Context: an optimization exercise on an open-source flow, tuned for small area. The choices shown serve that exercise and are no tape-out recipe.
At most, simulation tests tie the RTL to the original design; equivalence was not proved.
No functional check of the RTL was part of run 8.
No activity file was given, so power comes from the tool's default toggle rates.

[flow/flow/run.sh]
#!/bin/bash
# The standard ORFS layout with these changes:
#  - synthesis maps with an area-oriented ABC script (flow/abc_area.script);
#    the design's small leaf modules are kept apart by SYNTH_HIERARCHICAL,
#    and the netlist is flattened and renamed as synth_recipe.tcl does;
#  - the port buffers are made from the smallest buffer cell;
#  - no pre-placement timing repair (it only upsizes cells whose high-fanout
#    nets are not buffered yet);
#  - power (and with it area) recovery after global routing;
#  - a clock tree with fewer, larger sink clusters and no dummy loads.
# make's full output goes to standard.log; each ORFS step logs under orfs/logs.
set -euo pipefail
here=$(pwd)
{
  head -n 1 synth_recipe.tcl
  cat <<EOT
proc abc {args} {
  set i [lsearch -exact \$args -script]
  if {\$i >= 0} { lset args [expr {\$i + 1}] $here/flow/abc_area.script }
  yosys abc {*}\$args
}
EOT
  tail -n +2 synth_recipe.tcl
} > my_synth.tcl
sed "s#SYNTH_SCRIPT=[^ ]*#SYNTH_SCRIPT=$here/my_synth.tcl#" standard.sh > my_standard.sh
grep -q "SYNTH_SCRIPT=$here/my_synth.tcl" my_standard.sh
bash my_standard.sh \
  BUFFER_PORTS_ARGS="-buffer_cell sky130_fd_sc_hd__buf_1" \
  RECOVER_POWER=100 \
  REMOVE_ABC_BUFFERS=1 \
  CTS_ARGS="-sink_clustering_enable -repair_clock_nets -dont_use_dummy_load -buf_list sky130_fd_sc_hd__clkbuf_8 -sink_clustering_size 24 -sink_clustering_max_diameter 120" \
  finish > standard.log 2>&1
[flow/flow/abc_area.script]
strash
dch
amap
topo
stime -c
[flow/standard.sh]
#!/bin/bash
# synth_recipe.tcl (not shown) runs the flow's synth.tcl, then flattens the netlist and writes it again
# the make line also repeats each setting of config.mk as NAME=value (left out here)
make -C /OpenROAD-flow-scripts/flow DESIGN_CONFIG=/design/flow/config.mk WORK_HOME=/design/flow/orfs CLKGATE_MAP_FILE= SYNTH_SCRIPT=/design/flow/synth_recipe.tcl "${@:-finish}"
[flow/config.mk]
export PLATFORM = sky130hd
export DESIGN_NAME = alu_64
export DESIGN_NICKNAME = alu_64
export VERILOG_FILES = /design/flow/design.v
export SDC_FILE = /design/flow/constraint.sdc
export NUM_CORES = 4
export LEC_CHECK = 0
export CAP_MARGIN = 35
export CORE_MARGIN = 2
export CORE_UTILIZATION = 30
export CTS_BUF_LIST = sky130_fd_sc_hd__clkbuf_8
export GPL_TIMING_DRIVEN = 0
export SETUP_SLACK_MARGIN = 0.2
export SLEW_MARGIN = 30
export SYNTH_HIERARCHICAL = 1
export SYNTH_MINIMUM_KEEP_SIZE = 0
[flow/constraint.sdc]
create_clock -name core_clock -period 8.0 [get_ports {clk}]
set_input_delay 1.6000 -clock core_clock [delete_from_list [all_inputs] [get_ports {clk}]]
set_output_delay 1.6000 -clock core_clock [all_outputs]
set_load 0.01 [all_outputs]
[flow/design.v]
`timescale 1ns / 1ps
module alu_omux (input s, input sn, input x, input y, output z);
	assign z = ~((sn | x) & (s | y));
endmodule
module alu_xor2 (input a, input b, output y);
	assign y = a ^ b;
endmodule
module alu_xnor2 (input a, input b, output y);
	assign y = ~(a ^ b);
endmodule
module alu_nand2 (input a, input b, output y);
	assign y = ~(a & b);
endmodule
module alu_nor2 (input a, input b, output y);
	assign y = ~(a | b);
endmodule
module alu_and2 (input a, input b, output y);
	assign y = a & b;
endmodule
module alu_inv (input a, output y);
	assign y = ~a;
endmodule
module alu_a21oi (input a1, input a2, input b1, output y);
	assign y = ~((a1 & a2) | b1);
endmodule
module alu_o21ai (input a1, input a2, input b1, output y);
	assign y = ~((a1 | a2) & b1);
endmodule
module alu_a21o (input a1, input a2, input b1, output y);
	assign y = (a1 & a2) | b1;
endmodule
module alu_blk8 (input [7:0] pn, input [7:0] gn, input cin, output [7:1] cx, output G, output P);
	wire g10, p10, g32, p32, g54, p54, g76, p76;
	wire g30n, p30n, g74n, p74n, cinn, c4, c4n;
	alu_o21ai u_g10 (.a1(pn[1]), .a2(gn[0]), .b1(gn[1]), .y(g10));
	alu_nor2  u_p10 (.a(pn[1]), .b(pn[0]), .y(p10));
	alu_o21ai u_g32 (.a1(pn[3]), .a2(gn[2]), .b1(gn[3]), .y(g32));
	alu_nor2  u_p32 (.a(pn[3]), .b(pn[2]), .y(p32));
	alu_o21ai u_g54 (.a1(pn[5]), .a2(gn[4]), .b1(gn[5]), .y(g54));
	alu_nor2  u_p54 (.a(pn[5]), .b(pn[4]), .y(p54));
	alu_o21ai u_g76 (.a1(pn[7]), .a2(gn[6]), .b1(gn[7]), .y(g76));
	alu_nor2  u_p76 (.a(pn[7]), .b(pn[6]), .y(p76));
	alu_a21oi u_g30 (.a1(p32), .a2(g10), .b1(g32), .y(g30n));
	alu_nand2 u_p30 (.a(p32), .b(p10), .y(p30n));
	alu_a21oi u_g74 (.a1(p76), .a2(g54), .b1(g76), .y(g74n));
	alu_nand2 u_p74 (.a(p76), .b(p54), .y(p74n));
	alu_o21ai u_G (.a1(p74n), .a2(g30n), .b1(g74n), .y(G));
	alu_nor2  u_P (.a(p74n), .b(p30n), .y(P));
	alu_inv   u_cinn (.a(cin), .y(cinn));
	alu_o21ai u_c1 (.a1(pn[0]), .a2(cinn), .b1(gn[0]), .y(cx[1]));
	alu_a21oi u_c2 (.a1(p10), .a2(cin), .b1(g10), .y(cx[2]));
	alu_o21ai u_c3 (.a1(pn[2]), .a2(cx[2]), .b1(gn[2]), .y(cx[3]));
	alu_o21ai u_c4 (.a1(p30n), .a2(cinn), .b1(g30n), .y(c4));
	alu_inv   u_c4n (.a(c4), .y(c4n));
	assign cx[4] = c4n;
	alu_o21ai u_c5 (.a1(pn[4]), .a2(c4n), .b1(gn[4]), .y(cx[5]));
	alu_a21oi u_c6 (.a1(p54), .a2(c4), .b1(g54), .y(cx[6]));
	alu_o21ai u_c7 (.a1(pn[6]), .a2(cx[6]), .b1(gn[6]), .y(cx[7]));
endmodule
module alu_o221ai (input a1, input a2, input b1, input b2, input c1, output y);
	assign y = ~((a1 | a2) & (b1 | b2) & c1);
endmodule
module alu_a22oi (input a1, input a2, input b1, input b2, output y);
	assign y = ~((a1 & a2) | (b1 & b2));
endmodule
module alu_64 (
	input		[63:0]	A,
	input		[63:0]	B,
	output reg	[63:0]	Z,
	output reg			overflow,
	input		[3:0]	aluctrl,
	input 		[63:0]	cmp_val,
	input		clk,
	input		reset
	);
	wire	[15:0]	dec = 16'b1 << aluctrl;
	wire	run = ~reset;
	wire	sub = dec[1];
	wire	inv = dec[1] | dec[4];		 
	wire	kA = run & (dec[0] | dec[1]);	 
	wire	kG = run & (dec[2] | dec[3]);	 
	wire	kP = run & (dec[3] | dec[4]);	 
	wire	kS = run & (dec[6] | dec[7]);	 
	wire	kE = run & dec[5];
	wire	kE16 = run & dec[8];
	wire	kT = run & (dec[9] | dec[10]);
	wire	left = ~(aluctrl[3] ^ aluctrl[0]);	 
	wire	leftn = ~left;
	wire	[5:0]	sa = B[5:0];
	wire	[5:0]	san = ~B[5:0];
	genvar i, j, k;
	wire	[63:0]	bx, pn, gn;
	generate for (i = 0; i < 64; i = i + 1) begin : g_pg
		alu_xor2 u_bx (.a(B[i]), .b(inv), .y(bx[i]));
		alu_xnor2 u_p (.a(A[i]), .b(bx[i]), .y(pn[i]));
		alu_nand2 u_g (.a(A[i]), .b(bx[i]), .y(gn[i]));
	end endgenerate
	wire	[64:0]	cx;
	wire	[7:0]	G, P;
	assign cx[0] = sub;
	generate for (j = 0; j < 8; j = j + 1) begin : g_blk
		alu_blk8 u_b (.pn(pn[8*j+7:8*j]), .gn(gn[8*j+7:8*j]), .cin(cx[8*j]),
			.cx(cx[8*j+7:8*j+1]), .G(G[j]), .P(P[j]));
		alu_a21o u_c (.a1(P[j]), .a2(cx[8*j]), .b1(G[j]), .y(cx[8*j+8]));
	end endgenerate
	wire	[63:0]	y;
	generate for (i = 0; i < 64; i = i + 1) begin : g_sum
		if (i % 2 == 1 || i % 8 == 0) begin : g_t
			alu_xnor2 u_s (.a(pn[i]), .b(cx[i]), .y(y[i]));
		end else begin : g_n
			alu_xor2 u_s (.a(pn[i]), .b(cx[i]), .y(y[i]));
		end
	end endgenerate
	wire	[7*64-1:0]	st;	 
	wire	[63:0]	t;
	generate for (i = 0; i < 64; i = i + 1) begin : g_rin
		alu_omux u (.s(left), .sn(leftn), .x(A[63-i]), .y(A[i]), .z(st[64*(0) + i]));
	end endgenerate
	generate for (k = 0; k < 6; k = k + 1) begin : g_st
		for (i = 0; i < 64; i = i + 1) begin : g_b
			if (i + (1 << k) < 64) begin : g_m
				alu_omux u (.s(sa[k]), .sn(san[k]), .x(st[64*(k) + i + (1 << k)]), .y(st[64*(k) + i]), .z(st[64*(k+1) + i]));
			end else if (k % 2 == 0) begin : g_z0
				assign st[64*(k+1) + i] = ~(sa[k] | st[64*(k) + i]);
			end else begin : g_z1
				assign st[64*(k+1) + i] = ~(san[k] & st[64*(k) + i]);
			end
		end
	end endgenerate
	generate for (i = 0; i < 64; i = i + 1) begin : g_rout
		alu_omux u (.s(left), .sn(leftn), .x(st[64*(6) + 63-i]), .y(st[64*(6) + i]), .z(t[i]));
	end endgenerate
	wire	[63:0]	te;
	generate for (i = 0; i < 64; i = i + 1) begin : g_teq
		alu_xnor2 u (.a(t[i]), .b(cmp_val[i]), .y(te[i]));
	end endgenerate
	wire	teq = &te;
	wire	eq = &pn;		 
	wire	eq16 = &pn[15:0];
	wire	kPn = ~kP;
	wire	kGn = ~kG;
	wire	[63:0]	w, r;
	generate for (i = 0; i < 64; i = i + 1) begin : g_z
		alu_a22oi u_w (.a1(kA), .a2(y[i]), .b1(kS), .b2(t[i]), .y(w[i]));
		alu_o221ai u_r (.a1(kPn), .a2(pn[i]), .b1(kGn), .b2(gn[i]), .c1(w[i]), .y(r[i]));
	end endgenerate
	always @(posedge clk) begin
		Z <= {r[63:1], r[0] | (kE & eq) | (kE16 & eq16) | (kT & teq)};
		overflow <= kA & (cx[63] ^ cx[64]);
	end
endmodule
==> results of run 1 <==
## cell families (layout without fill, tap and decap cells)
family / count (synthesis) / after routing / synth area share [%]
buffers and inverters: 35 / 337 / 1.75
DFF: 65 / 65 / 14.1
and+or+nand+nor: 496 / 497 / 21.5
AOI/OAI and AO/OA: 959 / 959 / 62.7
other: 0 / 1 / 0
## worst max-delay path: stages
cell	delay, ns
clkbuf_1	0.35
nand2_1	0.20
nor2_2	0.29
or2_4	0.31
buf_12	0.25
nor2_1	0.08
a21oi_1	0.21
o21ai_0	0.26
o21ai_0	0.28
a21oi_1	0.12
o21ai_0	0.17
a21o_1	0.27
a21o_1	0.33
a21o_1	0.34
a21o_1	0.23
a21o_1	0.31
a21o_1	0.34
a21o_1	0.33
clkinv_1	0.12
o21ai_0	0.34
a21oi_1	0.16
o21ai_1	0.29
o21ai_0	0.14
a22oi_1	0.20
o221ai_1	0.14
## Yosys stat by module (local to each module, per instance), a selection
module / cells / flip-flops and latches / area (sq um)
alu_nand2: 1 / 0 / 3.75
alu_inv: 1 / 0 / 3.75
alu_a21o: 1 / 0 / 7.51
alu_omux: 1 / 0 / 6.26
alu_xnor2: 2 / 0 / 8.76
alu_a21oi: 1 / 0 / 5.00
alu_o21ai: 1 / 0 / 5.00
alu_64: 202 / 65 / 1960
alu_blk8: 1 / 0 / 7.51
alu_o221ai: 1 / 0 / 8.76
alu_a22oi: 1 / 0 / 7.51
## flip-flops by register name, indices dropped and copies added (netlist names)
register  count
Z            64
overflow      1
## final cells by class
type,count,area (sq um)
inverters,27,114
fillers,3401,19000
repair buffers,301,1590
diodes,1,2.50
clock buffers,9,124
well taps,396,495
flip-flops and latches,65,1300
multi-input cells,1456,7830
## worst paths after layout
kind / startpoint / to / depth (start not counted)
worst max-delay path: aluctrl[2] / Z[63]$_DFF_P_ / 25
worst min-delay path: A[33] / Z[33]$_DFF_P_ / 3
## cells in the final DEF (no fill, tap or decap), types with 5 or more instances in the layout
cell type,synthesis,layout
o22ai_1,450,450
nand2_1,294,294
buf_1,0,254
o21ai_0,251,249
nor2_1,150,149
a21oi_1,120,120
dfxtp_1,65,65
o221ai_1,64,64
a22oi_1,64,64
nand4_1,34,34
clkinv_1,27,20
buf_2,0,14
nor4_1,12,11
clkbuf_8,0,9
buf_12,0,9
buf_16,0,9
a21o_1,8,8
buf_4,8,8
clkinv_2,0,6
buf_8,0,5
## power breakdown
part           internal (mW)  switching [mW]
combinational          0.302           0.614
clock                  0.100           0.135
sequential             0.347         0.00625
total                  0.749           0.756
## per-layer routing
metal | track usage [%] | wire (microns) | up-vias
met4 | 9.43 | 1470 | 2
met1 | 35.5 | 19600 | 6267
met2 | 43.7 | 20500 | 691
met3 | 5.73 | 4070 | 91
li1 | - | - | 7026
met5 | 0 | 7 | -
==> key figures, run 1 <==
Layout
  • Fin nets: 2058
  • Share of layout cells above drive strength 1: 3.71%
  • Fin area: 11500 sq um
  • Final Util: 37.7%
  • Final cell count without fillers: 2255
  • Area Growth Syn to Fin: 24.0%

Global route
  • GRT overflow: 0
  • Global-route wire length before repair: 70000 microns
  • Number of global-route vias before repair: 12600
  • Antenna violations before repair: 2
  • Pin count of the biggest net entering global routing: 73
  • Overall routing resource usage: 27.0%

Critical path
  • CP Launch Type: input port
  • Crit-path max FO: 54
  • Worst path required time: 8.27 ns
  • Crit Path Category: in -> reg
  • CP Data Arrival Time: 7.68 ns
  • CP Capture Type: flip-flop

Floorplan
  • Die height: 180 microns
  • Core area: 30400 sq um
  • Ports: 263
  • Starting Density: 30.4%
  • Die width: 180 microns
  • Die Area: 32200 sq um
  • # rows: 64

Timing
  • Final worst-path cycle share: 92.6%
  • Setup ws final: 0.593 ns
  • Fin Setup TNS: 0 ns
  • Worst Max-Slew Pin Slew: 1.19 ns
  • Final Critical Period: 7.41 ns
  • RSZ-0062 raised after global routing: false
  • Max Slew Vio Count: 0
  • Worst Hold Margin: 1.61 ns
  • Relative slew slack: 20.6%
  • Setup violation total in the final timing report: 0
  • Final Hold Viols: 0
  • Highest Clock Rate: 0.135 GHz

Synthesis
  • Post-synth top area share: 30.5%
  • Yosys reg bits: 65
  • Synth area leaders: o22ai_1 (30%), dfxtp_1 (14%), o21ai_0 (14%)
  • Post-synthesis sequential area ratio: 14.1%
  • Most instantiated library cell after synthesis: o22ai_1
  • Asr flop ratio synth: 0%
  • Leading area contributor after synthesis: o22ai_1
  • Synth Instances: 1555
  • Synth cell count leaders: o22ai_1 (450), nand2_1 (294), o21ai_0 (251)
  • Top FF cell, synth: dfxtp_1
  • Ys Warns: 7
  • Syn Area/Cell: 5.94 sq um
  • Post-Syn Area: 9240 sq um
  • Post-synth EDFFs: 0
  • Library cells used by synthesis: 18

Place
  • Detailed placement HPWL: 37000 microns
  • Dpl cell area: 11300 sq um
  • Port bufs: 262
  • DP Worst Slack: -0.0618 ns
  • Placed cell count: 2244
  • Gpl congestion: 0.962

Clock network
  • CTS buffer count: 9
  • H-tree depth: 3
  • Postcts setup bufs: 0
  • Worst-path clk slew: 0.08 ns
  • Max Root-Sink Buffers: 2
  • Resized cells post-CTS: 0
  • CTS Sinks: 65
  • CTS tree: done
  • Hold_buf cts: 0
  • Clock tree root buffer cell: clkbuf_8

Run status
  • Status: complete, no violations

Drt
  • Post-Route WL: 45600 microns
  • Routed vias/inst: 6.24
  • First-pass DRT Iterations: 6
  • Average wire per standard cell: 20.2 microns
  • Post-route ant nets: 0
  • Vias: 14100
  • Initial DRC count: 1375
  • DRC viols: 0

Hold path
  • Worst Hold Class: in -> reg

Flow run
  • Max-cap violations: 0

Pwr
  • Power density cells: 131 nW/um^2
  • VDD IR max: 0.0603 mV
  • Leak pwr: 3.55 nW
  • Final total power: 1.50 mW
==> run 2, diff against run 1 <==
--- a/flow/config.mk
+++ b/flow/config.mk
@@ -9,5 +9,5 @@
 export CORE_MARGIN = 2
-export CORE_UTILIZATION = 30
+export CORE_UTILIZATION = 45
 export CTS_BUF_LIST = sky130_fd_sc_hd__clkbuf_8
-export GPL_TIMING_DRIVEN = 0
+export PLACE_DENSITY = 0.7
 export SETUP_SLACK_MARGIN = 0.2
==> key figures, run 2 <==
Synthesis
  • Synth cell count leaders: o22ai_1 (450), nand2_1 (294), o21ai_0 (251)
  • Asr flop ratio synth: 0%
  • Synth Instances: 1555
  • Post-synthesis sequential area ratio: 14.1%
  • Yosys reg bits: 65
  • Leading area contributor after synthesis: o22ai_1
  • Most instantiated library cell after synthesis: o22ai_1
  • Post-Syn Area: 9240 sq um
  • Post-synth top area share: 30.5%
  • Ys Warns: 7
  • Top FF cell, synth: dfxtp_1
  • Synth area leaders: o22ai_1 (30%), dfxtp_1 (14%), o21ai_0 (14%)
  • Library cells used by synthesis: 18
  • Post-synth EDFFs: 0
  • Syn Area/Cell: 5.94 sq um

Critical path
  • Worst path required time: 8.31 ns
  • CP Capture Type: flip-flop
  • Crit Path Category: in -> reg
  • CP Data Arrival Time: 7.61 ns
  • CP Launch Point: aluctrl[3]
  • CP Launch Type: input port
  • Critical path capture point: Z[0]$_DFF_P_
  • Crit-path max FO: 26

Layout
  • Reg with most FFs: Z
  • Max reg flops: 64
  • Largest regs: Z x64, overflow x1
  • Share of layout cells above drive strength 1: 2.60%
  • Commonest non-fill, non-tap cell in the layout: o22ai_1
  • Antenna cell count: 0
  • Fin nets: 2044
  • Fillers: 2147
  • Final cell count without fillers: 2114
  • Fin area: 10900 sq um
  • Area Growth Syn to Fin: 18.0%
  • Commonest non-fill, non-tap cells in the layout: o22ai_1 (449), nand2_1 (294), buf_1 (256), o21ai_0 (250), nor2_1 (150)

Global route
  • Antenna violations before repair: 0
  • Global-route wire length before repair: 63800 microns
  • Overall routing resource usage: 36.4%
  • GRT overflow: 0
  • Pin count of the biggest net entering global routing: 79
  • Number of global-route vias before repair: 11800

Clock network
  • Clock tree root buffer cell: clkbuf_8
  • CTS tree: done
  • Worst-path clk slew: 0.09 ns
  • Postcts setup bufs: 0
  • Max Root-Sink Buffers: 2
  • H-tree depth: 3
  • CTS Sinks: 65
  • CTS buffer count: 9

Timing
  • Worst Max-Slew Pin Slew: 1.01 ns
  • Final Critical Period: 7.30 ns
  • Final worst-path cycle share: 91.2%
  • Relative slew slack: 32.7%
  • Setup violation total in the final timing report: 0
  • Final Hold Viols: 0
  • Highest Clock Rate: 0.137 GHz
  • Max Slew Vio Count: 0
  • RSZ-0062 raised after global routing: false

Hold path
  • Worst Hold Class: in -> reg

Place
  • Placed cell count: 2103
  • Port bufs: 262
  • Detailed placement HPWL: 31800 microns
  • Dpl cell area: 10700 sq um
  • Gpl congestion: 1.04

Floorplan
  • Die height: 147 microns
  • Die Area: 21700 sq um
  • Ports: 263
  • Die width: 147 microns
  • Core area: 20200 sq um
  • # rows: 52
  • Starting Density: 45.8%

Run status
  • Status: complete, no violations

Flow run
  • Max-cap violations: 0

Drt
  • Vias: 14500
  • First-pass DRT Iterations: 8
  • Average wire per standard cell: 20.1 microns
  • Post-route ant nets: 0
  • Initial DRC count: 2112
  • Routed vias/inst: 6.84
  • Post-Route WL: 42500 microns
  • DRC viols: 0

Pwr
  • Power density cells: 136 nW/um^2
  • VDD IR max: 0.0716 mV
  • Leak pwr: 3.34 nW
  • Final total power: 1.48 mW
run 2: per-module statistics from Yosys, one instance, submodules excluded:
module / copies in the design / cells / flops+latches
alu_64: 1 / 202 / 65
alu_a21o: 8 / 1 / 0
alu_a21oi: 32 / 1 / 0
alu_a22oi: 64 / 1 / 0
alu_blk8: 8 / 1 / 0
alu_inv: 16 / 1 / 0
alu_nand2: 80 / 1 / 0
alu_nor2: 40 / 1 / 0
alu_o21ai: 80 / 1 / 0
alu_o221ai: 64 / 1 / 0
alu_omux: 449 / 1 / 0
alu_xnor2: 168 / 2 / 0
alu_xor2: 88 / 2 / 0
run 2: kinds of logic (layout without fill, tap and decap cells):
logic type	count (synthesis)	after routing	share of synthesized area (%)
compound gates	959	959	62.7
buf+inv	35	323	1.75
flops	65	65	14.1
simple gates	496	497	21.5
run 2: per-layer routing:
metal	vias up	wire [microns]	track usage [%]
met2	981	18400	55.7
met5	-	0	0
met1	6398	17800	52.7
met4	0	1250	10.6
met3	91	5080	5.71
li1	6990	-	-
run 2: worst max-delay path, stage by stage:
cell and delay (ns):
clkbuf_1 0.28, clkinv_1 0.28, o22ai_4 0.38, clkinvlp_2 0.80
clkbuf_1 0.62, o22ai_1 0.49, o22ai_1 0.18, o22ai_1 0.34
o22ai_1 0.18, o22ai_1 0.29, o22ai_1 0.20, o22ai_1 0.30
o22ai_1 0.20, o21ai_0 0.23, nand4_1 0.24, nor4_1 0.62
nand4_1 0.17, o21ai_0 0.19
run 2: repair_timing:
action	4_1_cts	5_1_grt
gates resized for setup	0	1
endpoints found under the setup margin	0	1
hold buffers	0	0
run 2: per-stage QoR:
| stage | setup TNS [ns] | hold WS [ns] | util (%) | setup slack [ns] |
|---|---|---|---|---|
| floorplan | -344.36 | 1.79 | - | -5.66 |
| finish | 0 | 1.63 | 54.1 | 0.701 |
| CTS | 0 | 1.62 | 53.9 | 0.824 |
| detailed placement | 0 | 1.98 | 53.3 | 0.448 |
| global placement | 0 | 1.99 | 53.3 | 0.659 |
| global route | 0 | 1.65 | 54.1 | 0.271 |
run 2: worst min-delay path by stage:
stage,startpoint,end,slack (ns),cells past startpoint
global placement,Z[12]$_DFF_P_,Z[12],1.99,1
detailed placement,Z[31]$_DFF_P_,Z[31],1.98,1
global route,A[15],Z[15]$_DFF_P_,1.65,3
floorplan,reset,Z[0]$_DFF_P_,1.79,3
finish,A[53],Z[53]$_DFF_P_,1.63,3
CTS,A[53],Z[53]$_DFF_P_,1.62,3
run 2: area by class of cell:
cell class                      instances  area [sq um]  share of cell area, %
Timing Repair Buffer                  287          1210                   11.1
Multi-Input combinational cell       1456          7830                   71.8
Sequential cell                        65          1300                   11.9
Tap cell                              270           338                   3.10
Inverter                               27           104                  0.952
Clock buffer                            9           124                   1.14
run 2: where the power goes:
part / switching (mW) / internal (mW)
sequential: 0.00614 / 0.347
clock: 0.136 / 0.101
combinational: 0.609 / 0.284
total: 0.752 / 0.731
==> run 3, diff against run 2 <==
--- a/flow/config.mk
+++ b/flow/config.mk
@@ -9,5 +9,5 @@
 export CORE_MARGIN = 2
-export CORE_UTILIZATION = 45
+export CORE_UTILIZATION = 30
 export CTS_BUF_LIST = sky130_fd_sc_hd__clkbuf_8
-export PLACE_DENSITY = 0.7
+export PLACE_DENSITY = 0.95
 export SETUP_SLACK_MARGIN = 0.2
==> key figures, run 3 <==
Pwr
  • Net Switching: 0.752 mW
  • Clock network power share: 15.9%
  • Power density cells: 134 nW/um^2
  • VDD IR max: 0.0769 mV
  • Leak pwr: 3.33 nW
  • Flop pwr share: 23.9%
  • Final total power: 1.48 mW
  • Sw frac: 50.8%
  • Int Power: 0.730 mW
  • Combinational Power Share: 60.2%

Clock network
  • Max Root-Sink Buffers: 2
  • Clock tree root buffer cell: clkbuf_8
  • CTS buffer count: 9
  • H-tree depth: 3
  • CTS tree: done
  • CTS Sinks: 65
  • Hold_buf cts: 0
  • Worst-path clk slew: 0.08 ns

Floorplan
  • # rows: 64
  • Die Area: 32200 sq um
  • Core area: 30400 sq um
  • Starting Density: 30.4%
  • Die height: 180 microns
  • Ports: 263
  • Die width: 180 microns

Timing
  • Final worst-path cycle share: 91.3%
  • Worst Hold Margin: 1.60 ns
  • Relative slew slack: -3.27%
  • Setup violation total in the final timing report: 0
  • Highest Clock Rate: 0.137 GHz
  • Max Slew Vio Count: 38
  • Setup ws final: 0.699 ns
  • Final Critical Period: 7.30 ns
  • Worst Max-Slew Pin Slew: 1.55 ns
  • Fin Setup TNS: 0 ns
  • Final Hold Viols: 0
  • RSZ-0062 raised after global routing: false

Synthesis
  • Post-synthesis sequential area ratio: 14.1%
  • Post-synth EDFFs: 0
  • Synth area leaders: o22ai_1 (30%), dfxtp_1 (14%), o21ai_0 (14%)
  • Leading area contributor after synthesis: o22ai_1
  • Post-synth top area share: 30.5%
  • Synth cell count leaders: o22ai_1 (450), nand2_1 (294), o21ai_0 (251)
  • Syn Area/Cell: 5.94 sq um
  • Ys Warns: 7
  • Library cells used by synthesis: 18
  • Post-Syn Area: 9240 sq um
  • Most instantiated library cell after synthesis: o22ai_1
  • Yosys reg bits: 65
  • Asr flop ratio synth: 0%
  • Synth Instances: 1555
  • Top FF cell, synth: dfxtp_1

Layout
  • Max reg flops: 64
  • Area Growth Syn to Fin: 19.3%
  • Commonest non-fill, non-tap cell in the layout: o22ai_1
  • Commonest non-fill, non-tap cells in the layout: o22ai_1 (450), nand2_1 (294), buf_1 (256), o21ai_0 (250), nor2_1 (150)
  • Multi-input gate area: 7820 sq um
  • Fin area: 11000 sq um
  • Final Util: 36.2%
  • Reg with most FFs: Z
  • Largest regs: Z x64, overflow x1
  • Fin nets: 2044
  • Share of layout cells above drive strength 1: 2.55%
  • Fillers: 3347
  • FF+latch area: 1300 sq um
  • Final cell count without fillers: 2240
  • Antenna cell count: 0

Global route
  • GRT overflow: 0
  • Pin count of the biggest net entering global routing: 106
  • Antenna violations before repair: 2
  • Global-route wire length before repair: 69700 microns
  • Number of global-route vias before repair: 12700
  • Overall routing resource usage: 26.7%

Critical path
  • CP Data Arrival Time: 7.64 ns
  • Crit Path Category: in -> reg
  • Worst path required time: 8.33 ns
  • CP Capture Type: flip-flop
  • Crit-path max FO: 68
  • CP Launch Type: input port

Drt
  • DRC viols: 0
  • Post-Route WL: 46000 microns
  • Average wire per standard cell: 20.5 microns
  • Routed vias/inst: 6.57
  • Post-route ant nets: 0
  • Vias: 14700
  • Initial DRC count: 2267
  • First-pass DRT Iterations: 7

Hold path
  • Min-Delay Path Depth: 3
  • Worst Hold Class: in -> reg

Run status
  • Layout check failures: max-capacitance violations, max-slew violations
  • Status: complete, but fails checks

Place
  • Dpl cell area: 10900 sq um
  • Gpl congestion: 1.06
  • Placed cell count: 2228
  • Port bufs: 262
  • Detailed placement HPWL: 34600 microns
  • DP Worst Slack: 0.452 ns

Flow run
  • Max-cap violations: 1
==> run 3: cell counts after synthesis <==
Identical to the previous run, type by type.
==> run 3: layout make-up <==
cell class              instances  share of cell area (%)
repair buffers                287                    10.7
well taps                     396                    4.49
multi-input cells            1456                    70.9
clock buffers                   9                    1.12
flip-flops and latches         65                    11.8
inverters                      27                   0.931
==> run 3: worst paths after layout <==
path | startpoint | endpoint | slack, ns
worst max-delay path | aluctrl[3] | Z[0]$_DFF_P_ | 0.70
worst min-delay path | A[1] | Z[1]$_DFF_P_ | 1.60
==> run 3: kinds of logic after synthesis <==
family / after synthesis / share of synthesized area (%)
AOI/OAI and AO/OA: 959 / 62.7
and+or+nand+nor: 496 / 21.5
DFF: 65 / 14.1
buffers and inverters: 35 / 1.75
==> run 3: per-module statistics from Yosys (local to each module, per instance) <==
module | flops+latches | area [sq um]
alu_64 | 65 | 1960
alu_omux | 0 | 6.26
alu_nor2 | 0 | 3.75
alu_a22oi | 0 | 7.51
alu_a21oi | 0 | 5.00
alu_inv | 0 | 3.75
alu_o221ai | 0 | 8.76
alu_a21o | 0 | 7.51
alu_nand2 | 0 | 3.75
alu_blk8 | 0 | 7.51
alu_o21ai | 0 | 5.00
alu_xor2 | 0 | 8.76
alu_xnor2 | 0 | 8.76
==> run 3: power groups by stage <==
stage	clock (mW)	combinational, mW	sequential [mW]
after floorplan	0	0.563	0.372
after global placement	0	0.834	0.360
after detailed placement	0	0.846	0.361
after CTS	0.239	0.851	0.354
after global routing	0.250	0.969	0.356
final	0.236	0.892	0.354
==> run 3: what timing repair did <==
item,4_1_cts,5_1_grt
endpoints found under the setup margin,0,2
buffers inserted,0,0
gates resized for setup,0,1
==> run 3: critical path: stages <==
cell	delay, ns
clkbuf_1	0.25
clkinv_1	0.22
o22ai_1	0.31
clkbuf_1	1.16
buf_12	0.35
o22ai_1	0.16
o22ai_1	0.37
o22ai_1	0.19
o22ai_1	0.22
o22ai_1	0.14
o22ai_1	0.70
nand2_1	0.16
o22ai_1	0.29
nand2_1	0.08
o21ai_0	0.07
nand4_1	0.18
nor4_1	0.74
nand4_1	0.20
o21ai_0	0.17
==> run 3: routing by layer <==
layer	track usage, %	wire, microns	vias up
met5	0	27	-
li1	-	-	6983
met2	40.4	19400	1158
met3	7.25	5890	229
met4	15.9	2950	4
met1	33.8	17700	6351
==> run 4, diff against run 3 <==
--- a/flow/config.mk
+++ b/flow/config.mk
@@ -11,3 +11,2 @@
 export CTS_BUF_LIST = sky130_fd_sc_hd__clkbuf_8
-export PLACE_DENSITY = 0.95
 export SETUP_SLACK_MARGIN = 0.2
==> key figures, run 4 <==
Timing
  • Max Slew Vio Count: 0
  • Worst Max-Slew Pin Slew: 1.04 ns
  • RSZ-0062 raised after global routing: false
  • Worst Hold Margin: 1.62 ns
  • Final worst-path cycle share: 93.3%
  • Relative slew slack: 30.0%
  • Setup ws final: 0.533 ns
  • Final Hold Viols: 0
  • Highest Clock Rate: 0.134 GHz
  • Setup violation total in the final timing report: 0
  • Final Critical Period: 7.47 ns

Clock network
  • Hold_buf cts: 0
  • H-tree depth: 3
  • CTS tree: done
  • Clock tree root buffer cell: clkbuf_8
  • CTS buffer count: 9
  • CTS Sinks: 65
  • Worst-path clk slew: 0.08 ns
  • Max Root-Sink Buffers: 2

Synthesis
  • Post-synth top area share: 30.5%
  • Library cells used by synthesis: 18
  • Synth cell count leaders: o22ai_1 (450), nand2_1 (294), o21ai_0 (251)
  • Ys Warns: 7
  • Post-synthesis sequential area ratio: 14.1%
  • Post-Syn Area: 9240 sq um
  • Yosys reg bits: 65
  • Most instantiated library cell after synthesis: o22ai_1
  • Leading area contributor after synthesis: o22ai_1
  • Asr flop ratio synth: 0%
  • Top FF cell, synth: dfxtp_1
  • Post-synth EDFFs: 0
  • Syn Area/Cell: 5.94 sq um
  • Synth Instances: 1555
  • Synth area leaders: o22ai_1 (30%), dfxtp_1 (14%), o21ai_0 (14%)

Place
  • Detailed placement HPWL: 35600 microns
  • Port bufs: 262
  • DP Worst Slack: 0.367 ns
  • Gpl congestion: 1.01

Critical path
  • Crit-path cells: clkbuf_1, clkinv_1, o22ai_1, clkinvlp_2, clkbuf_1, o22ai_1, o22ai_1, o22ai_1, o22ai_1, o22ai_1, o22ai_1, o22ai_1, o22ai_1, o21ai_0, nand4_1, nor4_1, nand4_1, o21ai_0
  • Slowest-stage cell, CP: nor4_1
  • Crit Path Category: in -> reg
  • Worst path required time: 8.33 ns
  • Slowest cell delay on critical path: 0.83 ns
  • CP Capture Type: flip-flop
  • Crit-path max FO: 25
  • CP Data Arrival Time: 7.79 ns
  • Worst path bufs/invs: 4
  • Cell mode on critical path: o22ai_1
  • Crit-path leading delay family: compound AO/OA/AOI/OAI gates
  • CP Launch Type: input port

Layout
  • Final Util: 36.3%
  • Commonest non-fill, non-tap cell in the layout: o22ai_1
  • Share of layout cells above drive strength 1: 2.50%
  • Area Growth Syn to Fin: 19.6%
  • Multi-input gate area: 7810 sq um
  • Commonest non-fill, non-tap cells in the layout: o22ai_1 (450), nand2_1 (294), buf_1 (256), o21ai_0 (250), nor2_1 (150)
  • Largest regs: Z x64, overflow x1
  • Reg with most FFs: Z
  • FF+latch area: 1300 sq um
  • Max reg flops: 64
  • Fillers: 3408
  • Antenna cell count: 0
  • Fin nets: 2043

Hold path
  • HP Start: A[15]
  • Min-Delay Path Depth: 3
  • Hold worst-path end: Z[15]$_DFF_P_
  • Worst Hold Class: in -> reg

Drt
  • Post-Route WL: 45900 microns
  • Vias: 14300
  • Initial DRC count: 1776
  • Routed vias/inst: 6.37
  • Post-route ant nets: 0
  • DRC viols: 0
  • First-pass DRT Iterations: 7
  • Average wire per standard cell: 20.5 microns

Global route
  • GRT overflow: 0
  • Number of global-route vias before repair: 12300
  • Antenna violations before repair: 0
  • Pin count of the biggest net entering global routing: 129
  • Global-route wire length before repair: 70200 microns
  • Overall routing resource usage: 27.0%

Run status
  • Status: complete, no violations

Floorplan
  • Die Area: 32200 sq um
  • Ports: 263
  • Core area: 30400 sq um
  • Die height: 180 microns
  • # rows: 64
  • Die width: 180 microns
  • Starting Density: 30.4%

Flow run
  • Max-cap violations: 0

Pwr
  • Power density cells: 134 nW/um^2
  • VDD IR max: 0.0708 mV
  • Leak pwr: 3.34 nW
  • Final total power: 1.48 mW
[run 4: cell counts after synthesis]
No cell type changed its count.
[run 4: layer usage]
metal	GRT usage [%]	wire length (microns)	vias to the layer above	share of wire, %
met3	5.47	4550	127	9.9
li1	-	-	6988	-
met4	12.6	2130	0	4.6
met1	36.4	19600	6336	43
met2	41.3	19700	801	43
met5	0	0	-	0
[run 4: Yosys stat by module, one instance, submodules excluded, excerpt]
module,flip-flops and latches,area [sq um],cells inside,copies in the design
alu_blk8,0,7.51,1,8
alu_o221ai,0,8.76,1,64
alu_a22oi,0,7.51,1,64
alu_xor2,0,8.76,2,88
alu_xnor2,0,8.76,2,168
alu_a21o,0,7.51,1,8
alu_o21ai,0,5.00,1,80
alu_inv,0,3.75,1,16
alu_nor2,0,3.75,1,40
alu_omux,0,6.26,1,449
alu_nand2,0,3.75,1,80
[run 4: cell type report]
cell class	count	share of cell area [%]
repair buffers	287	11.0
flip-flops and latches	65	11.8
clock buffers	9	1.12
multi-input cells	1455	70.7
inverters	27	0.928
well taps	396	4.48
[run 4: worst min-delay path: cells and delay by family]
kind	cells	cell delay (ns)
AOI/OAI and AO/OA	1	0.12
buffers and inverters	1	0.13
and+or+nand+nor	1	0.11
[run 4: how the worst max path moves through the flow]
| stage | cells past startpoint | slack (ns) | endpoint | from |
|---|---|---|---|---|
| 3_5_place_dp | 24 | 0.37 | Z[63]$_DFF_P_ | aluctrl[0] |
| 2_1_floorplan | 15 | -5.66 | Z[0]$_DFF_P_ | aluctrl[0] |
| 5_1_grt | 19 | 0.17 | Z[0]$_DFF_P_ | aluctrl[3] |
| 3_3_place_gp | 24 | 0.64 | Z[63]$_DFF_P_ | aluctrl[0] |
| 6_report | 18 | 0.53 | Z[0]$_DFF_P_ | aluctrl[3] |
| 4_1_cts | 24 | 0.77 | Z[63]$_DFF_P_ | aluctrl[0] |
[run 4: timing repair]
action                                  CTS  global route
buffers inserted                          0             0
gates resized for setup                   0             1
hold endpoints to repair                  0             0
endpoints found under the setup margin    0             1
[run 4: cell families (layout without fill, tap and decap cells)]
logic type             count (synthesis)  count (layout)  synth area share (%)
buffers and inverters                 35             323                  1.75
AND/OR/NAND/NOR                      496             496                  21.5
flip-flops                            65              65                  14.1
AO/OA/AOI/OAI                        959             959                  62.7
[run 4: stage by stage]
step           cells  area [sq um]  TNS [ns]
6_report        2239         11100         0
5_1_grt         2239         11100         0
4_1_cts         2239         11100         0
3_5_place_dp    2230         10900         0
3_3_place_gp    2229         10900         0
2_1_floorplan   1547          9180   -344.36
[run 4: report_power, final]
part	total, mW	switching, mW	internal [mW]
clock network	0.236	0.136	0.100
registers	0.353	0.00671	0.347
logic	0.895	0.611	0.284
==> run 5, diff against run 4 <==
--- a/flow/config.mk
+++ b/flow/config.mk
@@ -11,2 +11,3 @@
 export CTS_BUF_LIST = sky130_fd_sc_hd__clkbuf_8
+export PLACE_DENSITY = 0.9
 export SETUP_SLACK_MARGIN = 0.2
==> key figures, run 5 <==
Global route
  • GRT met2 Usage: 39.7%
  • Met1 usage: 32.2%
  • Global-route wire length before repair: 66900 microns
  • Overall routing resource usage: 25.8%
  • Number of global-route vias before repair: 12100
  • Antenna violations before repair: 6
  • GRT overflow: 0
  • M3 GR Usage: 6.50%
  • Most crowded layer after global routing: met2
  • Pin count of the biggest net entering global routing: 106

Critical path
  • Worst path bufs/invs: 5
  • Crit-path cells: clkbuf_1, clkinv_1, o22ai_1, clkinvlp_2, buf_4, clkbuf_1, o22ai_1, o22ai_1, o22ai_1, o22ai_1, o22ai_1, o22ai_1, nand2_1, o22ai_1, nand2_1, o21ai_0, nand4_1, nor4_1, nand4_1, o21ai_0
  • CP Data Arrival Time: 7.67 ns
  • Worst path required time: 8.31 ns
  • Crit-path max FO: 82
  • Cell mode on critical path: o22ai_1
  • Crit-path leading delay family: compound AO/OA/AOI/OAI gates
  • Crit Path Category: in -> reg
  • CP Capture Type: flip-flop
  • CP Launch Type: input port
  • Slowest-stage cell, CP: clkbuf_1
  • Slowest cell delay on critical path: 1.42 ns

Layout
  • Fillers: 3376
  • Reg with most FFs: Z
  • Fin area: 11100 sq um
  • Max reg flops: 64
  • Share of layout cells above drive strength 1: 2.55%
  • Largest regs: Z x64, overflow x1
  • Final Util: 36.3%
  • Commonest non-fill, non-tap cells in the layout: o22ai_1 (450), nand2_1 (294), buf_1 (256), o21ai_0 (250), nor2_1 (150)
  • Fin nets: 2045
  • Commonest non-fill, non-tap cell in the layout: o22ai_1
  • Area Growth Syn to Fin: 19.6%

Timing
  • RSZ-0062 raised after global routing: false
  • Final Critical Period: 7.36 ns
  • Max Slew Vio Count: 48
  • Relative slew slack: -26.2%
  • Highest Clock Rate: 0.136 GHz
  • Final worst-path cycle share: 92.0%
  • Setup violation total in the final timing report: 0
  • Final Hold Viols: 0
  • Worst Hold Margin: 1.60 ns
  • Worst Max-Slew Pin Slew: 1.89 ns

Floorplan
  • # rows: 64
  • Die width: 180 microns
  • Die height: 180 microns
  • Die Area: 32200 sq um
  • Ports: 263
  • Core area: 30400 sq um
  • Starting Density: 30.4%

Synthesis
  • Post-synthesis sequential area ratio: 14.1%
  • Library cells used by synthesis: 18
  • Post-synth EDFFs: 0
  • Synth Instances: 1555
  • Top FF cell, synth: dfxtp_1
  • Synth cell count leaders: o22ai_1 (450), nand2_1 (294), o21ai_0 (251)
  • Most instantiated library cell after synthesis: o22ai_1
  • Post-Syn Area: 9240 sq um
  • Post-synth top area share: 30.5%
  • Yosys reg bits: 65
  • Syn Area/Cell: 5.94 sq um
  • Synth area leaders: o22ai_1 (30%), dfxtp_1 (14%), o21ai_0 (14%)
  • Asr flop ratio synth: 0%
  • Ys Warns: 7
  • Leading area contributor after synthesis: o22ai_1

Drt
  • Post-route ant nets: 0
  • Initial DRC count: 2131
  • DRC viols: 0
  • Post-Route WL: 44900 microns
  • Vias: 14400
  • First-pass DRT Iterations: 9
  • Routed vias/inst: 6.44
  • Average wire per standard cell: 20.0 microns

Clock network
  • H-tree depth: 3
  • Postcts setup bufs: 0
  • CTS Sinks: 65
  • Hold_buf cts: 0
  • Clock tree root buffer cell: clkbuf_8
  • Max Root-Sink Buffers: 2
  • CTS tree: done
  • Resized cells post-CTS: 0
  • CTS buffer count: 9
  • Worst-path clk slew: 0.08 ns

Place
  • Dpl cell area: 10900 sq um
  • Gpl congestion: 1.04
  • Detailed placement HPWL: 34700 microns
  • Port bufs: 262

Pwr
  • Power density cells: 133 nW/um^2
  • Final total power: 1.47 mW
  • VDD IR max: 0.0775 mV
  • Leak pwr: 3.34 nW

Hold path
  • Worst Hold Class: in -> reg

Run status
  • Layout check failures: max-capacitance violations, max-slew violations
  • Status: complete, but fails checks

Flow run
  • Max-cap violations: 1
-- run 5: changes by cell type in the layout (fill, tap and decap cells not counted) --
cell      previous run  this run
inv_2                1         0
nor3_2               2         1
nor3_1               2         3
buf_4               21        24
diode_2              0         1
clkinv_2             0         1
buf_12               2         1
-- run 5: cells by family after synthesis --
group	count (synthesis)	synth area share, %
AO/OA/AOI/OAI	959	62.7
buffers and inverters	35	1.75
flip-flops	65	14.1
AND/OR/NAND/NOR	496	21.5
-- run 5: per-stage QoR --
stage,setup slack (ns),instances,TNS [ns]
CTS,0.962,2239,0
detailed placement,0.598,2230,0
floorplan,-5.66,1547,-344.36
global placement,0.814,2230,0
global route,0.244,2241,0
finish,0.638,2242,0
-- run 5: area by class of cell --
class	count	area, sq um	share of cell area, %
Multi-Input combinational cell	1455	7810	70.6
Sequential cell	65	1300	11.8
Timing Repair Buffer	289	1220	11.0
Tap cell	396	495	4.48
Clock buffer	9	124	1.12
Inverter	27	104	0.939
Antenna cell	1	2.50	0.0226
-- run 5: report_power, final --
part	leakage, nW	switching (mW)	internal (mW)
sequential	0.532	0.00840	0.347
combinational	2.75	0.600	0.284
clock	0.0647	0.133	0.100
-- run 5: worst paths after layout --
kind	from	end	cells after the start
max	aluctrl[3]	Z[0]$_DFF_P_	20
min	A[1]	Z[1]$_DFF_P_	3
-- run 5: Yosys stat by module (local to each module, per instance), excerpt --
| module | cells | flip-flops and latches |
|---|---|---|
| alu_xor2 | 2 | 0 |
| alu_nand2 | 1 | 0 |
| alu_xnor2 | 2 | 0 |
| alu_o21ai | 1 | 0 |
| alu_blk8 | 1 | 0 |
| alu_a22oi | 1 | 0 |
| alu_o221ai | 1 | 0 |
| alu_omux | 1 | 0 |
| alu_inv | 1 | 0 |
| alu_64 | 202 | 65 |
| alu_a21o | 1 | 0 |
| alu_nor2 | 1 | 0 |
-- run 5: layer usage --
layer	vias to the layer above	routed length [microns]
li1	6999	-
met1	6177	17800
met2	1061	19200
met3	195	5040
met4	8	2800
met5	-	52
==> run 6, diff against run 5 <==
--- a/flow/config.mk
+++ b/flow/config.mk
@@ -11,3 +11,3 @@
 export CTS_BUF_LIST = sky130_fd_sc_hd__clkbuf_8
-export PLACE_DENSITY = 0.9
+export PLACE_DENSITY = 0.85
 export SETUP_SLACK_MARGIN = 0.2
==> key figures, run 6 <==
Global route
  • Pin count of the biggest net entering global routing: 129
  • Antenna violations before repair: 3
  • Met1 usage: 33.6%
  • GRT overflow: 0
  • Overall routing resource usage: 25.9%
  • GRT met2 Usage: 39.5%
  • Most crowded layer after global routing: met2
  • Number of global-route vias before repair: 12400
  • Global-route wire length before repair: 67900 microns
  • M3 GR Usage: 6.22%

Critical path
  • CP Capture Type: flip-flop
  • Worst path required time: 8.25 ns
  • Slowest cell delay on critical path: 0.63 ns
  • CP Launch Type: input port
  • Worst path bufs/invs: 3
  • Crit-path max FO: 43
  • CP Data Arrival Time: 7.52 ns
  • Slowest-stage cell, CP: nor3_1
  • Cell mode on critical path: a21o_1
  • CP Launch Point: aluctrl[1]
  • Crit-path leading delay family: compound AO/OA/AOI/OAI gates
  • Crit Path Category: in -> reg

Pwr
  • Power density cells: 134 nW/um^2
  • Int Power: 0.728 mW
  • Clock network power share: 16.4%
  • Sw frac: 50.6%
  • Net Switching: 0.745 mW
  • Leak pwr: 3.31 nW
  • Flop pwr share: 24.0%
  • Combinational Power Share: 59.6%
  • VDD IR max: 0.0810 mV
  • Final total power: 1.47 mW

Place
  • Gpl congestion: 1.04
  • DP Worst Slack: 0.429 ns
  • Detailed placement HPWL: 34200 microns
  • Port bufs: 262

Synthesis
  • Ys Warns: 7
  • Post-synth top area share: 30.5%
  • Yosys reg bits: 65
  • Library cells used by synthesis: 18
  • Top FF cell, synth: dfxtp_1
  • Complex-gate fraction of the synthesized area: 62.7%
  • Post-synth EDFFs: 0
  • Synth cell count leaders: o22ai_1 (450), nand2_1 (294), o21ai_0 (251)
  • Asr flop ratio synth: 0%
  • Syn Area/Cell: 5.94 sq um
  • Post-synthesis simple-gate area fraction: 21.5%
  • Largest family of logic cells by synthesized area: compound AO/OA/AOI/OAI gates
  • Synth Area in XOR/XNOR: 0%
  • Synth area leaders: o22ai_1 (30%), dfxtp_1 (14%), o21ai_0 (14%)
  • Mux share of post-synthesis cell area: 0%
  • Synth Instances: 1555
  • Post-Syn Area: 9240 sq um
  • Post-synthesis sequential area ratio: 14.1%
  • Adder-cell share of the synthesized area: 0%
  • Most instantiated library cell after synthesis: o22ai_1
  • Leading area contributor after synthesis: o22ai_1

Timing
  • Highest Clock Rate: 0.138 GHz
  • Final Hold Viols: 0
  • Relative slew slack: 37.7%
  • RSZ-0062 raised after global routing: false
  • Worst Hold Margin: 1.61 ns
  • Final worst-path cycle share: 90.8%
  • Setup ws final: 0.736 ns
  • Final Critical Period: 7.26 ns
  • Worst Max-Slew Pin Slew: 0.926 ns
  • Max Slew Vio Count: 0
  • Setup violation total in the final timing report: 0

Layout
  • Commonest non-fill, non-tap cell in the layout: o22ai_1
  • Reg with most FFs: Z
  • Final Util: 36.1%
  • Share of layout cells above drive strength 1: 2.28%
  • Commonest non-fill, non-tap cells in the layout: o22ai_1 (450), nand2_1 (294), buf_1 (256), o21ai_0 (250), nor2_1 (150)
  • Fillers: 3406
  • Max reg flops: 64
  • Area Growth Syn to Fin: 18.9%
  • Fin nets: 2039
  • Largest regs: Z x64, overflow x1

Drt
  • Post-Route WL: 44200 microns
  • Post-route ant nets: 0
  • Average wire per standard cell: 19.7 microns
  • Vias: 14300
  • Routed vias/inst: 6.37
  • First-pass DRT Iterations: 8
  • Initial DRC count: 2104
  • DRC viols: 0

Clock network
  • CTS tree: done
  • CTS buffer count: 9
  • Postcts setup bufs: 0
  • Hold_buf cts: 0
  • Max Root-Sink Buffers: 2
  • H-tree depth: 3
  • Clock tree root buffer cell: clkbuf_8
  • Worst-path clk slew: 0.08 ns
  • CTS Sinks: 65

Floorplan
  • # rows: 64
  • Die Area: 32200 sq um
  • Core area: 30400 sq um
  • Die height: 180 microns
  • Starting Density: 30.4%
  • Die width: 180 microns
  • Ports: 263

Hold path
  • HP Start: A[15]
  • Hold worst-path end: Z[15]$_DFF_P_
  • Worst Hold Class: in -> reg
  • Min-Delay Path Depth: 3

Flow run
  • Max-cap violations: 0

Run status
  • Status: complete, no violations
run 6: changes by cell type in the layout (fill, tap and decap cells not counted):
cell,change
buf_4,-4
buf_16,-1
clkbuf_1,-1
run 6: modules after synthesis (local to each module, per instance), excerpt:
| module | times used | area, sq um |
|---|---|---|
| alu_xor2 | 88 | 8.76 |
| alu_o221ai | 64 | 8.76 |
| alu_xnor2 | 168 | 8.76 |
| alu_a22oi | 64 | 7.51 |
| alu_a21o | 8 | 7.51 |
| alu_a21oi | 32 | 5.00 |
| alu_nand2 | 80 | 3.75 |
| alu_inv | 16 | 3.75 |
run 6: worst max path at each step:
stage                    end  slack, ns  cells past startpoint
2_1_floorplan   Z[0]$_DFF_P_      -5.66                     15
5_1_grt        Z[63]$_DFF_P_       0.15                     25
3_3_place_gp   Z[63]$_DFF_P_       0.65                     24
6_report       Z[63]$_DFF_P_       0.74                     25
4_1_cts        Z[63]$_DFF_P_       0.83                     24
3_5_place_dp   Z[63]$_DFF_P_       0.43                     24
run 6: power by group through the flow:
stage / sequential (mW) / clock (mW) / combinational (mW)
floorplan: 0.372 / 0 / 0.563
detailed placement: 0.361 / 0 / 0.844
global placement: 0.361 / 0 / 0.837
CTS: 0.354 / 0.246 / 0.848
global route: 0.356 / 0.259 / 0.961
finish: 0.354 / 0.242 / 0.877
run 6: what timing repair did:
action | CTS | global route
resized for setup | 0 | 1
hold endpoints to repair | 0 | 0
endpoints found under the setup margin | 0 | 2
run 6: per-stage QoR:
| stage | instances | TNS (ns) | instance area (sq um) |
|---|---|---|---|
| floorplan | 1547 | -344.36 | 9180 |
| global placement | 2226 | 0 | 10900 |
| detailed placement | 2226 | 0 | 10900 |
| CTS | 2235 | 0 | 11000 |
| global route | 2235 | 0 | 11000 |
| finish | 2236 | 0 | 11000 |
run 6: final cells by class:
type	instances	area [sq um]	share of cell area (%)
Multi-Input combinational cell	1455	7810	71.0
Sequential cell	65	1300	11.8
Timing Repair Buffer	283	1160	10.6
Tap cell	396	495	4.51
Clock buffer	9	124	1.13
Inverter	27	104	0.945
Antenna cell	1	2.50	0.0228
run 6: cells by family (layout without fill, tap and decap cells):
logic type | after synthesis | in the layout
AOI/OAI and AO/OA | 959 | 959
buffers and inverters | 35 | 319
DFF | 65 | 65
other | 0 | 1
and+or+nand+nor | 496 | 496
run 6: layer usage:
metal,vias to the layer above,part of all wire [%]
met4,4,5.8
li1,6979,-
met5,-,0.057
met2,959,43
met1,6141,40
met3,171,11
==> run 7, diff against run 6 <==
--- a/flow/config.mk
+++ b/flow/config.mk
@@ -9,3 +9,3 @@
 export CORE_MARGIN = 2
-export CORE_UTILIZATION = 30
+export CORE_UTILIZATION = 40
 export CTS_BUF_LIST = sky130_fd_sc_hd__clkbuf_8
==> key figures, run 7 <==
Place
  • Placed cell count: 2120
  • Port bufs: 262
  • Gpl congestion: 1.01
  • DP Worst Slack: 0.308 ns
  • Detailed placement HPWL: 32900 microns

Clock network
  • Clock tree root buffer cell: clkbuf_8
  • Hold_buf cts: 0
  • Resized cells post-CTS: 0
  • CTS buffer count: 9
  • H-tree depth: 3
  • CTS Sinks: 65
  • Postcts setup bufs: 0
  • CTS tree: done
  • Worst-path clk slew: 0.08 ns
  • Max Root-Sink Buffers: 2

Layout
  • Fin nets: 2044
  • Fillers: 2347
  • Share of layout cells above drive strength 1: 2.49%
  • Largest regs: Z x64, overflow x1
  • Antenna cell count: 0
  • Area Growth Syn to Fin: 18.0%
  • Commonest non-fill, non-tap cell in the layout: o22ai_1
  • Reg with most FFs: Z
  • Max reg flops: 64
  • Final cell count without fillers: 2129
  • Commonest non-fill, non-tap cells in the layout: o22ai_1 (449), nand2_1 (294), buf_1 (256), o21ai_0 (250), nor2_1 (150)

Synthesis
  • Post-synthesis sequential area ratio: 14.1%
  • Synth area leaders: o22ai_1 (30%), dfxtp_1 (14%), o21ai_0 (14%)
  • Post-synth top area share: 30.5%
  • Synth cell count leaders: o22ai_1 (450), nand2_1 (294), o21ai_0 (251)
  • Leading area contributor after synthesis: o22ai_1
  • Synth Instances: 1555
  • Most instantiated library cell after synthesis: o22ai_1
  • Yosys reg bits: 65
  • Ys Warns: 7
  • Asr flop ratio synth: 0%
  • Library cells used by synthesis: 18
  • Top FF cell, synth: dfxtp_1
  • Post-synth EDFFs: 0
  • Syn Area/Cell: 5.94 sq um
  • Post-Syn Area: 9240 sq um

Global route
  • GRT overflow: 0
  • Overall routing resource usage: 34.0%
  • Antenna violations before repair: 0
  • Global-route wire length before repair: 66000 microns
  • Number of global-route vias before repair: 12300
  • Pin count of the biggest net entering global routing: 129

Critical path
  • Worst path required time: 8.31 ns
  • CP Launch Type: input port
  • CP Data Arrival Time: 7.85 ns
  • CP Capture Type: flip-flop
  • Critical path capture point: Z[0]$_DFF_P_
  • Crit Path Category: in -> reg
  • CP Launch Point: B[0]
  • Crit-path max FO: 36

Timing
  • Highest Clock Rate: 0.133 GHz
  • Setup violation total in the final timing report: 0
  • Final Critical Period: 7.54 ns
  • Worst Hold Margin: 1.63 ns
  • Final worst-path cycle share: 94.2%
  • Relative slew slack: -8.73%
  • Fin Setup TNS: 0 ns
  • Worst Max-Slew Pin Slew: 1.63 ns
  • Setup ws final: 0.463 ns
  • RSZ-0062 raised after global routing: false
  • Final Hold Viols: 0
  • Max Slew Vio Count: 37

Drt
  • First-pass DRT Iterations: 9
  • DRC viols: 0
  • Initial DRC count: 2239
  • Post-Route WL: 44000 microns
  • Average wire per standard cell: 20.7 microns
  • Post-route ant nets: 0
  • Vias: 14500
  • Routed vias/inst: 6.81

Floorplan
  • # rows: 55
  • Die width: 156 microns
  • Core area: 22600 sq um
  • Die Area: 24300 sq um
  • Die height: 156 microns
  • Ports: 263
  • Starting Density: 40.8%

Pwr
  • Int Power: 0.731 mW
  • Power density cells: 137 nW/um^2
  • Flop pwr share: 23.7%
  • VDD IR max: 0.0615 mV
  • Final total power: 1.49 mW
  • Net Switching: 0.759 mW
  • Combinational Power Share: 60.2%
  • Clock network power share: 16.1%
  • Sw frac: 51.0%
  • Leak pwr: 3.33 nW

Run status
  • Layout check failures: max-capacitance violations, max-slew violations
  • Status: complete, but fails checks

Hold path
  • Worst Hold Class: in -> reg
  • HP Start: A[55]

Flow run
  • Max-cap violations: 1
[run 7: cell counts after synthesis]
Identical to the previous run, type by type.
[run 7: critical path, cell delays in order]
cell      delay, ns
clkbuf_1       1.15
clkinv_1       1.23
clkbuf_1       0.56
o22ai_1        0.38
o22ai_1        0.24
o22ai_1        0.35
o22ai_1        0.18
o22ai_1        0.45
nand2_1        0.15
o22ai_1        0.38
nand2_1        0.09
o21ai_0        0.08
nand4_1        0.16
nor4_1         0.47
nand4_1        0.16
o21ai_0        0.18
[run 7: kinds of logic after synthesis]
| family | Yosys count | share of synthesized area, % |
|---|---|---|
| compound gates | 959 | 62.7 |
| buf+inv | 35 | 1.75 |
| flops | 65 | 14.1 |
| simple gates | 496 | 21.5 |
[run 7: layout make-up]
class	count	area [sq um]	share of cell area, %
sequential	65	1300	11.9
tap	285	357	3.27
inverter	27	103	0.941
timing repair buffer	288	1190	10.9
multi-input combinational	1455	7830	71.8
clock buffer	9	124	1.14
[run 7: per-stage QoR]
stage               cell area (sq um)  utilization (%)
CTS                             10900             48.2
finish                          10900             48.2
global route                    10900             48.2
floorplan                        9180                -
global placement                10800             47.6
detailed placement              10800             47.6
[run 7: metal layers]
metal	vias to the layer above	global-route usage [%]	share of wire, %
met3	146	6.69	12
met4	0	13.6	4.2
li1	6989	-	-
met2	1022	52.5	43
met5	-	0	0
met1	6334	46.4	41
[run 7: worst min-delay path by stage]
stage,endpoint,slack (ns),cells past startpoint
after CTS,Z[1]$_DFF_P_,1.61,3
final,Z[55]$_DFF_P_,1.63,3
after global routing,Z[55]$_DFF_P_,1.65,3
after detailed placement,Z[32],1.99,1
after global placement,Z[27],1.99,1
after floorplan,Z[0]$_DFF_P_,1.79,3
[run 7: per-module statistics from Yosys (local to each module, per instance), a selection]
| module | times used | cells inside |
|---|---|---|
| alu_nand2 | 80 | 1 |
| alu_nor2 | 40 | 1 |
| alu_a22oi | 64 | 1 |
| alu_omux | 449 | 1 |
| alu_xnor2 | 168 | 2 |
| alu_a21o | 8 | 1 |
| alu_blk8 | 8 | 1 |
| alu_xor2 | 88 | 2 |
| alu_inv | 16 | 1 |
| alu_o221ai | 64 | 1 |
| alu_o21ai | 80 | 1 |
[run 7: power by group through the flow]
stage	logic (mW)	clock network [mW]	registers [mW]
floorplan	0.563	0	0.372
global placement	0.843	0	0.360
detailed placement	0.856	0	0.360
CTS	0.859	0.244	0.353
global route	0.975	0.254	0.355
finish	0.896	0.240	0.353
==> run 8, diff against run 7 <==
--- a/flow/design.v
+++ b/flow/design.v
@@ -103,4 +103,18 @@
 			.cx(cx[8*j+7:8*j+1]), .G(G[j]), .P(P[j]));
-		alu_a21o u_c (.a1(P[j]), .a2(cx[8*j]), .b1(G[j]), .y(cx[8*j+8]));
+		if (j != 3 && j != 5) begin : g_c
+			alu_a21o u_c (.a1(P[j]), .a2(cx[8*j]), .b1(G[j]), .y(cx[8*j+8]));
+		end
 	end endgenerate
+	wire	g10n, p10n, g32n, p32n, g30, p30, g54n, p54n, c32n;
+	alu_a21oi u_g10 (.a1(P[1]), .a2(G[0]), .b1(G[1]), .y(g10n));
+	alu_nand2 u_p10 (.a(P[1]), .b(P[0]), .y(p10n));
+	alu_a21oi u_g32 (.a1(P[3]), .a2(G[2]), .b1(G[3]), .y(g32n));
+	alu_nand2 u_p32 (.a(P[3]), .b(P[2]), .y(p32n));
+	alu_o21ai u_g30 (.a1(p32n), .a2(g10n), .b1(g32n), .y(g30));
+	alu_nor2  u_p30 (.a(p32n), .b(p10n), .y(p30));
+	alu_a21oi u_c32n (.a1(p30), .a2(cx[0]), .b1(g30), .y(c32n));
+	alu_inv   u_c32 (.a(c32n), .y(cx[32]));
+	alu_a21oi u_g54 (.a1(P[5]), .a2(G[4]), .b1(G[5]), .y(g54n));
+	alu_nand2 u_p54 (.a(P[5]), .b(P[4]), .y(p54n));
+	alu_o21ai u_c48 (.a1(p54n), .a2(c32n), .b1(g54n), .y(cx[48]));
 	wire	[63:0]	y;
--- a/flow/config.mk
+++ b/flow/config.mk
@@ -9,5 +9,4 @@
 export CORE_MARGIN = 2
-export CORE_UTILIZATION = 40
+export CORE_UTILIZATION = 30
 export CTS_BUF_LIST = sky130_fd_sc_hd__clkbuf_8
-export PLACE_DENSITY = 0.85
 export SETUP_SLACK_MARGIN = 0.2
==> key figures, run 8 <==
Pwr
  • VDD IR max: 0.0734 mV
  • Leak pwr: 3.36 nW
  • Final total power: 1.50 mW
  • Power density cells: 135 nW/um^2

Critical path
  • WP depth: 24
  • CP Data Arrival Time: 7.03 ns
  • CP Launch Point: aluctrl[2]
  • Worst path bufs/invs: 4
  • Slowest-stage cell, CP: o21ai_0
  • Crit-path leading delay family: compound AO/OA/AOI/OAI gates
  • Worst path required time: 8.25 ns
  • Crit Path Category: in -> reg
  • Critical path capture point: Z[63]$_DFF_P_
  • Cell mode on critical path: o21ai_0
  • CP Launch Type: input port
  • Crit-path cells: clkbuf_1, nand2_1, nor2_1, or2_4, buf_4, nor2_1, a21oi_1, o21ai_0, nor2_1, nand2_1, o21ai_0, a21oi_1, o21ai_0, a21oi_1, o21ai_0, clkbuf_1, a21o_1, clkinv_1, o21ai_0, a21oi_1, o21ai_0, o21ai_0, a22oi_1, o221ai_1
  • CP Capture Type: flip-flop
  • Slowest cell delay on critical path: 0.45 ns
  • Crit-path max FO: 25

Synthesis
  • Post-Syn Area: 9280 sq um
  • Post-synthesis sequential area ratio: 14.0%
  • Post-synth top area share: 30.3%
  • Library cells used by synthesis: 18
  • Yosys reg bits: 65
  • Top FF cell, synth: dfxtp_1
  • Syn Area/Cell: 5.93 sq um
  • Most instantiated library cell after synthesis: o22ai_1
  • Synth cell count leaders: o22ai_1 (450), nand2_1 (297), o21ai_0 (253)
  • Synth Instances: 1564
  • Asr flop ratio synth: 0%
  • Synth area leaders: o22ai_1 (30%), dfxtp_1 (14%), o21ai_0 (14%)
  • Ys Warns: 7
  • Post-synth EDFFs: 0
  • Leading area contributor after synthesis: o22ai_1

Timing
  • Highest Clock Rate: 0.147 GHz
  • Max Slew Vio Count: 0
  • Relative slew slack: 41.3%
  • Final worst-path cycle share: 84.8%
  • RSZ-0062 raised after global routing: false
  • Setup violation total in the final timing report: 0
  • Final Critical Period: 6.79 ns
  • Final Hold Viols: 0
  • Worst Max-Slew Pin Slew: 0.872 ns

Drt
  • Initial DRC count: 1916
  • Average wire per standard cell: 21.1 microns
  • Vias: 14400
  • Post-Route WL: 47500 microns
  • Routed vias/inst: 6.40
  • Post-route ant nets: 0
  • DRC viols: 0
  • First-pass DRT Iterations: 10

Floorplan
  • # rows: 64
  • Ports: 263
  • Core area: 30500 sq um
  • Die Area: 32300 sq um
  • Die height: 180 microns
  • Die width: 180 microns
  • Starting Density: 30.4%

Layout
  • Fin area: 11100 sq um
  • Largest regs: Z x64, overflow x1
  • Area Growth Syn to Fin: 20.0%
  • Max reg flops: 64
  • Reg with most FFs: Z
  • Antenna cell count: 0
  • Commonest non-fill, non-tap cell in the layout: o22ai_1
  • Final cell count without fillers: 2253
  • Share of layout cells above drive strength 1: 2.64%
  • Commonest non-fill, non-tap cells in the layout: o22ai_1 (450), nand2_1 (297), buf_1 (255), o21ai_0 (252), nor2_1 (151)
  • Fin nets: 2057
  • Final Util: 36.5%

Hold path
  • Worst Hold Class: in -> reg

Place
  • Dpl cell area: 11000 sq um
  • Detailed placement HPWL: 36700 microns
  • Placed cell count: 2243
  • Port bufs: 262
  • Gpl congestion: 1.01

Clock network
  • Postcts setup bufs: 0
  • Hold_buf cts: 0
  • Worst-path clk slew: 0.08 ns
  • CTS Sinks: 65
  • H-tree depth: 3
  • Clock tree root buffer cell: clkbuf_8
  • Max Root-Sink Buffers: 2
  • CTS buffer count: 9
  • CTS tree: done
  • Resized cells post-CTS: 0

Run status
  • Status: complete, no violations

Global route
  • Number of global-route vias before repair: 12500
  • Global-route wire length before repair: 71500 microns
  • Overall routing resource usage: 27.8%
  • Pin count of the biggest net entering global routing: 129
  • GRT overflow: 0
  • Antenna violations before repair: 0

Flow run
  • Max-cap violations: 0
-- run 8: cell families (layout without fill, tap and decap cells) --
group           after synthesis  in the layout  synth area share [%]
buf+inv                      36            329                  1.78
simple gates                500            500                  21.6
flops                        65             65                  14.0
compound gates              963            963                  62.6
-- run 8: metal layers --
metal,vias to the layer above,global-route usage (%),wire length [microns]
met4,0,10.2,1710
li1,7027,-,-
met2,841,44.1,21100
met5,-,0,0
met3,107,5.19,4650
met1,6452,37.4,20000
-- run 8: worst min path at each step --
stage	startpoint	endpoint	cells past startpoint
5_1_grt	A[9]	Z[9]$_DFF_P_	3
6_report	A[15]	Z[15]$_DFF_P_	3
2_1_floorplan	reset	Z[0]$_DFF_P_	3
3_5_place_dp	Z[24]$_DFF_P_	Z[24]	1
3_3_place_gp	Z[18]$_DFF_P_	Z[18]	1
4_1_cts	A[15]	Z[15]$_DFF_P_	3
-- run 8: area by class of cell --
type                       count  area [sq um]
clock buffer                   9           124
fill                        3358         19400
inverter                      28           106
multi-input combinational   1463          7840
sequential                    65          1300
tap                          396           495
timing repair buffer         292          1260
-- run 8: per-module statistics from Yosys, one instance, submodules excluded, a selection --
module | times used | cells inside | flip-flops and latches | cell area [sq um]
alu_64 | 1 | 202 | 65 | 1960
alu_a21o | 6 | 1 | 0 | 7.51
alu_a21oi | 36 | 1 | 0 | 5.00
alu_o21ai | 82 | 1 | 0 | 5.00
alu_o221ai | 64 | 1 | 0 | 8.76
alu_a22oi | 64 | 1 | 0 | 7.51
alu_xor2 | 88 | 2 | 0 | 8.76
alu_xnor2 | 168 | 2 | 0 | 8.76
alu_nand2 | 83 | 1 | 0 | 3.75
alu_nor2 | 41 | 1 | 0 | 3.75
alu_omux | 449 | 1 | 0 | 6.26
alu_inv | 17 | 1 | 0 | 3.75
-- run 8: through the flow --
step | hold WS, ns | worst slack [ns] | TNS (ns)
finish | 1.61 | 1.21 | 0
global route | 1.62 | 0.744 | 0
CTS | 1.59 | 1.49 | 0
detailed placement | 1.99 | 1.07 | 0
global placement | 1.99 | 0.824 | 0
floorplan | 1.79 | -5.66 | -344.02
-- run 8: where the power goes --
group          leakage, nW  switching [mW]  total (mW)  internal, mW
registers            0.532         0.00645       0.353         0.347
logic                 2.77           0.626       0.913         0.287
clock network       0.0647           0.136       0.237         0.100

## re-timing with driven ports
The flow's constraints put no driver on any port. The routed layouts listed below were extracted and timed again, unchanged, in two steps.
Step 1, drivers: a clkbuf_16 drives clk and a buf_2 each remaining input, both assumed.
Step 2, shift: input delay + t, output delay - t, t = (earliest + latest rising clock arrival at the registers) / 2. This alone moves slack from input paths to output paths.
a / b / c = ideal ports / drivers / drivers and shift; a / b = the first two.
run | shift t [ns] | slack for setup (ns) | hold WS [ns] | worst setup path at the end | worst data-port slew with drivers (ns)
run 1 | 0.438 | 0.593 / 0.615 / 0.177 | 1.609 / 1.586 / 1.993 | input to register | 0.07
run 2 | 0.411 | 0.701 / 0.718 / 0.307 | 1.635 / 1.613 / 1.993 | input to register | 0.05
run 3 | 0.433 | 0.699 / 0.718 / 0.285 | 1.599 / 1.603 / 1.996 | input to register | 0.08
run 4 | 0.430 | 0.533 / 0.557 / 0.126 | 1.622 / 1.606 / 1.992 | input to register | 0.06
run 5 | 0.436 | 0.638 / 0.664 / 0.228 | 1.597 / 1.602 / 1.999 | input to register | 0.09
run 6 | 0.435 | 0.736 / 0.757 / 0.322 | 1.615 / 1.607 / 2.001 | input to register | 0.07
run 7 | 0.416 | 0.463 / 0.462 / 0.046 | 1.632 / 1.613 / 2.002 | input to register | 0.06
run 8 | 0.433 | 1.214 / 1.237 / 0.804 | 1.614 / 1.597 / 1.999 | input to register | 0.07
For run 7, which loses most, drivers alone change the setup slack by -0.001 ns; drivers and shift together by -0.417 ns.
